Context: an optimization exercise on an open-source flow, tuned for small area and a short achievable clock period. The choices shown serve that exercise and are no tape-out recipe.

// FPU_top
module FPU_top  #(
    parameter NUM_OP    = 1
)(
    input logic                 i_clk           ,
    input logic                 i_rst_n         ,
    input logic [NUM_OP-1:0]    i_add_sub       ,
    input logic [31:0]          i_32_a          ,
    input logic [31:0]          i_32_b          ,
    output logic [31:0]         o_32_s          ,
    output logic                o_ov_flag       ,
    output logic                o_un_flag
);
logic        w_sa, w_sb, w_sbe, w_eff_sub;
logic [7:0]  w_ea, w_eb;
logic [22:0] w_fa, w_fb;
logic [4:0]  w_dab;
logic [4:0]  w_dba;
logic        w_exp_lt;
logic [4:0]  w_shamt;
logic        w_sh0, w_f_lt, w_f_gt, w_swap2, w_sign, w_near;
logic [7:0]  w_emax;
logic [22:0] w_big, w_small;
logic        w_sel_exp;
logic [1:0]  w_sel_man;
assign w_sa = i_32_a[31];
assign w_sb = i_32_b[31];
assign w_ea = i_32_a[30:23];
assign w_eb = i_32_b[30:23];
assign w_fa = i_32_a[22:0];
assign w_fb = i_32_b[22:0];
assign w_sbe     = w_sb ^ i_add_sub[0];
assign w_eff_sub = w_sa ^ w_sbe;
assign w_dab    = w_ea[4:0] - w_eb[4:0];
assign w_dba    = w_eb[4:0] - w_ea[4:0];
assign w_shamt  = w_exp_lt ? w_dba : w_dab;
logic [7:0] w_e_gt [3:0];
logic [7:0] w_e_lt [3:0];
assign w_e_gt[0] = w_ea & ~w_eb;
assign w_e_lt[0] = ~w_ea & w_eb;
genvar gi;
generate
    for (gi = 0; gi < 3; gi++) begin : GEN_ECMP
        for (genvar gj = 0; gj < (4 >> gi); gj++) begin : GEN_ECMP_NODE
            assign w_e_gt[gi+1][gj] = w_e_gt[gi][2*gj+1] | (~w_e_lt[gi][2*gj+1] & w_e_gt[gi][2*gj]);
  ...
Size in the first run: about 13,000 um2 of cells after synthesis.
Settings: LEC_CHECK=0, ABC_AREA=1, CAP_MARGIN=20, CORE_MARGIN=2, CORE_UTILIZATION=40, PLACE_DENSITY=0.6, SLEW_MARGIN=20; clock period 15.0 ns.
standard.sh (not shown) runs the stock make flow with config.mk's settings and CLKGATE_MAP_FILE= SYNTH_SCRIPT=/design/flow/synth_recipe.tcl, a recipe that flattens the netlist after the stock synthesis.
==> flow/flow/run.sh <==
#!/bin/bash
set -euo pipefail
bash standard.sh SETUP_SLACK_MARGIN=9 "BUFFER_PORTS_ARGS=-buffer_cell sky130_fd_sc_hd__buf_2" finish > standard_flow.log 2>&1
Then changed:
--- a/flow/design.v
+++ b/flow/design.v
@@ -752,69 +752,73 @@
     .i_sign_a           (w_sa),
     .i_exp_a            (w_ea),
     .i_man_a            ({1'b1, w_fa}),
     .i_sign_b           (w_sb),
     .i_exp_b            (w_eb),
     .i_man_b            ({1'b1, w_fb}),
     .o_sel_exp          (w_sel_exp),
     .o_sel_man          (w_sel_man)
 );
 logic [22:0] r_big, r_small;
 logic [4:0]  r_shamt;
 logic [7:0]  r_emax;
-logic        r_sign, r_eff_sub, r_swap2, r_near, r_sel_exp;
+logic        r_sign, r_eff_sub, r_swap2, r_near, r_sh0n, r_sel_exp;
 logic [1:0]  r_sel_man;
 always_ff @( posedge i_clk ) begin
     r_big       <= w_big;
     r_small     <= w_small;
     r_shamt     <= w_shamt;
     r_emax      <= w_emax;
     r_sign      <= w_sign;
     r_eff_sub   <= w_eff_sub;
     r_swap2     <= w_swap2;
     r_near      <= w_near;
+    r_sh0n      <= ~w_shamt[0];
     r_sel_exp   <= w_sel_exp;
     r_sel_man   <= w_sel_man;
 end
 logic [27:0] w_A, w_Bf;
 logic [27:0] w_sh [5:0];
 logic [27:0] w_Rf, w_Nf;
 logic        w_coutf, w_ovf, w_zerof, w_rndf, w_rnd_ovf;
 logic [7:0]  w_expf;
 assign w_A = {1'b1, r_big, 4'b0};
 assign w_sh[0] = {1'b1, r_small, 4'b0} ^ {28{r_eff_sub}};
 generate
     for (gi = 0; gi < 5; gi++) begin : GEN_RSHIFT
         assign w_sh[gi+1] = r_shamt[gi] ? {{(1<<gi){r_eff_sub}}, w_sh[gi][27:(1<<gi)]} : w_sh[gi];
     end
 endgenerate
-assign w_Bf = w_sh[5];
-PFX_add #(.N(28)) FAR_ADD (.i_a(w_A), .i_b(w_Bf), .i_cin(r_eff_sub), .o_sum(w_Rf), .o_cout(w_coutf));
+logic [27:0] w_Bn;
+assign w_Bn = r_sh0n ? {1'b1, r_small, 4'b0} : {1'b0, 1'b1, r_small, 3'b0};
+assign w_Bf = r_near ? ~w_Bn : w_sh[5];
+logic [27:0] w_Sf;
+assign {w_coutf, w_Sf} = {1'b0, w_A} + {1'b0, w_Bf} + {28'd0, r_eff_sub & ~r_swap2};
+assign w_Rf = w_Sf ^ {28{r_swap2}};
 assign w_ovf   = ~r_eff_sub & w_coutf;
 assign w_zerof = ~|w_Rf[27:4];
 assign w_Nf = w_ovf ? {1'b1, w_Rf[27:1]} : (w_Rf[27] ? w_Rf : {w_Rf[26:0], 1'b0});
 assign w_rndf    = ~w_zerof & w_Nf[2] & (w_Nf[3] | w_Nf[1] | w_Nf[0]);
 assign w_rnd_ovf = w_rndf & (&w_Nf[27:4]);
 always_comb begin
     if (w_zerof)                  w_expf = 8'h00;
     else if (w_ovf | w_rnd_ovf)   w_expf = r_emax + 8'd1;
     else if (w_Rf[27])            w_expf = r_emax;
     else                          w_expf = r_emax - 8'd1;
 end
-logic [27:0] w_Sn, w_Rn, w_Nn;
+logic [27:0] w_Rn, w_Nn;
 logic [4:0]  w_lz;
 logic        w_zeron;
 logic [7:0]  w_expn;
-PFX_add #(.N(28)) NEAR_ADD (.i_a(w_A), .i_b(w_sh[1]), .i_cin(~r_swap2), .o_sum(w_Sn), .o_cout());
-assign w_Rn = w_Sn ^ {28{r_swap2}};
+assign w_Rn = w_Rf;
 logic [31:0] w_lzd_in;
 assign w_lzd_in = {w_Rn[27:4], 8'hFF};
 logic [15:0] w_v1;  logic [15:0] w_p1;
 logic [7:0]  w_v2;  logic [1:0]  w_p2 [7:0];
 logic [3:0]  w_v3;  logic [2:0]  w_p3 [3:0];
 logic [1:0]  w_v4;  logic [3:0]  w_p4 [1:0];
 generate
     for (gi = 0; gi < 16; gi++) begin : GEN_LZ1
         assign w_v1[gi] = w_lzd_in[2*gi+1] | w_lzd_in[2*gi];
         assign w_p1[gi] = ~w_lzd_in[2*gi+1];
     end
     for (gi = 0; gi < 8; gi++) begin : GEN_LZ2
@@ -884,46 +888,12 @@
         for (genvar gj = 0; gj < 23; gj++) begin : GEN_PAND_BIT
             if (gj >= (1 << gi))
                 assign w_pa[gi+1][gj] = w_pa[gi][gj] & w_pa[gi][gj - (1 << gi)];
             else
                 assign w_pa[gi+1][gj] = w_pa[gi][gj];
         end
     end
 endgenerate
 logic [22:0] w_inc;
 assign w_inc = {w_pa[5][21:0], 1'b1} & {23{q_rnd}};
 assign o_32_s = {q_sign, q_exp, q_man ^ w_inc};
 endmodule
-module PFX_add #(
-    parameter N = 28
-)(
-    input  logic [N-1:0] i_a,
-    input  logic [N-1:0] i_b,
-    input  logic         i_cin,
-    output logic [N-1:0] o_sum,
-    output logic         o_cout
-);
-    localparam L = $clog2(N);
-    logic [N-1:0] w_p0;
-    logic [N-1:0] w_g [L:0];
-    logic [N-1:0] w_p [L:0];
-    assign w_p0   = i_a ^ i_b;
-    assign w_g[0] = (i_a & i_b) | {{(N-1){1'b0}}, w_p0[0] & i_cin};
-    assign w_p[0] = w_p0;
-    genvar k, i;
-    generate
-        for (k = 0; k < L; k++) begin : GEN_LVL
-            for (i = 0; i < N; i++) begin : GEN_BIT
-                if ((i >> k) & 1) begin : GEN_CMB
-                    localparam int J = ((i >> k) << k) - 1;
-                    assign w_g[k+1][i] = w_g[k][i] | (w_p[k][i] & w_g[k][J]);
-                    assign w_p[k+1][i] = w_p[k][i] & w_p[k][J];
-                end else begin : GEN_PASS
-                    assign w_g[k+1][i] = w_g[k][i];
-                    assign w_p[k+1][i] = w_p[k][i];
-                end
-            end
-        end
-    endgenerate
-    assign o_sum  = w_p0 ^ {w_g[L][N-2:0], i_cin};
-    assign o_cout = w_g[L][N-1];
-endmodule
After rerunning:
- worst setup slack improved by 270 ps
- final area increases by 1.8%
- first-iteration DRC count increases by about 65%
- core utilization increases by 2.5 points
- die area decreases by about 3%
- synthesized area decreases by 3.0%
- hold slack improved by 5.8 ps
No functional check of the RTL was part of any run of this note.

static timing again, ports no longer ideal:
The flow's constraints put no driver on any port. The routed layouts listed below were extracted and timed again, unchanged, in two steps.
Step 1: set_driving_cell puts a clkbuf_16 on i_clk and a buf_2 on each other input, an assumption about the parent block.
Step 2 moves the port delays by t, midway between the first and last clock arrival at a register: inputs arrive t later, outputs are due t later. That takes back most of the time a late clock gives input paths.
Slacks: ideal / step 1 / step 2; pairs: ideal / step 1.
| run | t, ns | setup slack, ns | hold slack, ns | clock arrival spread, ns | worst data-port slew with drivers (ns) |
|---|---|---|---|---|---|
| the first run | 0.410 | 8.566 / 8.517 / 8.927 | 0.335 / 0.335 / 0.335 | 0.013 / 0.014 | 0.03 |
| the second run | 0.393 | 8.835 / 8.787 / 9.179 | 0.341 / 0.341 / 0.341 | 0.022 / 0.021 | 0.04 |
After both steps setup and hold are still met in every run listed.
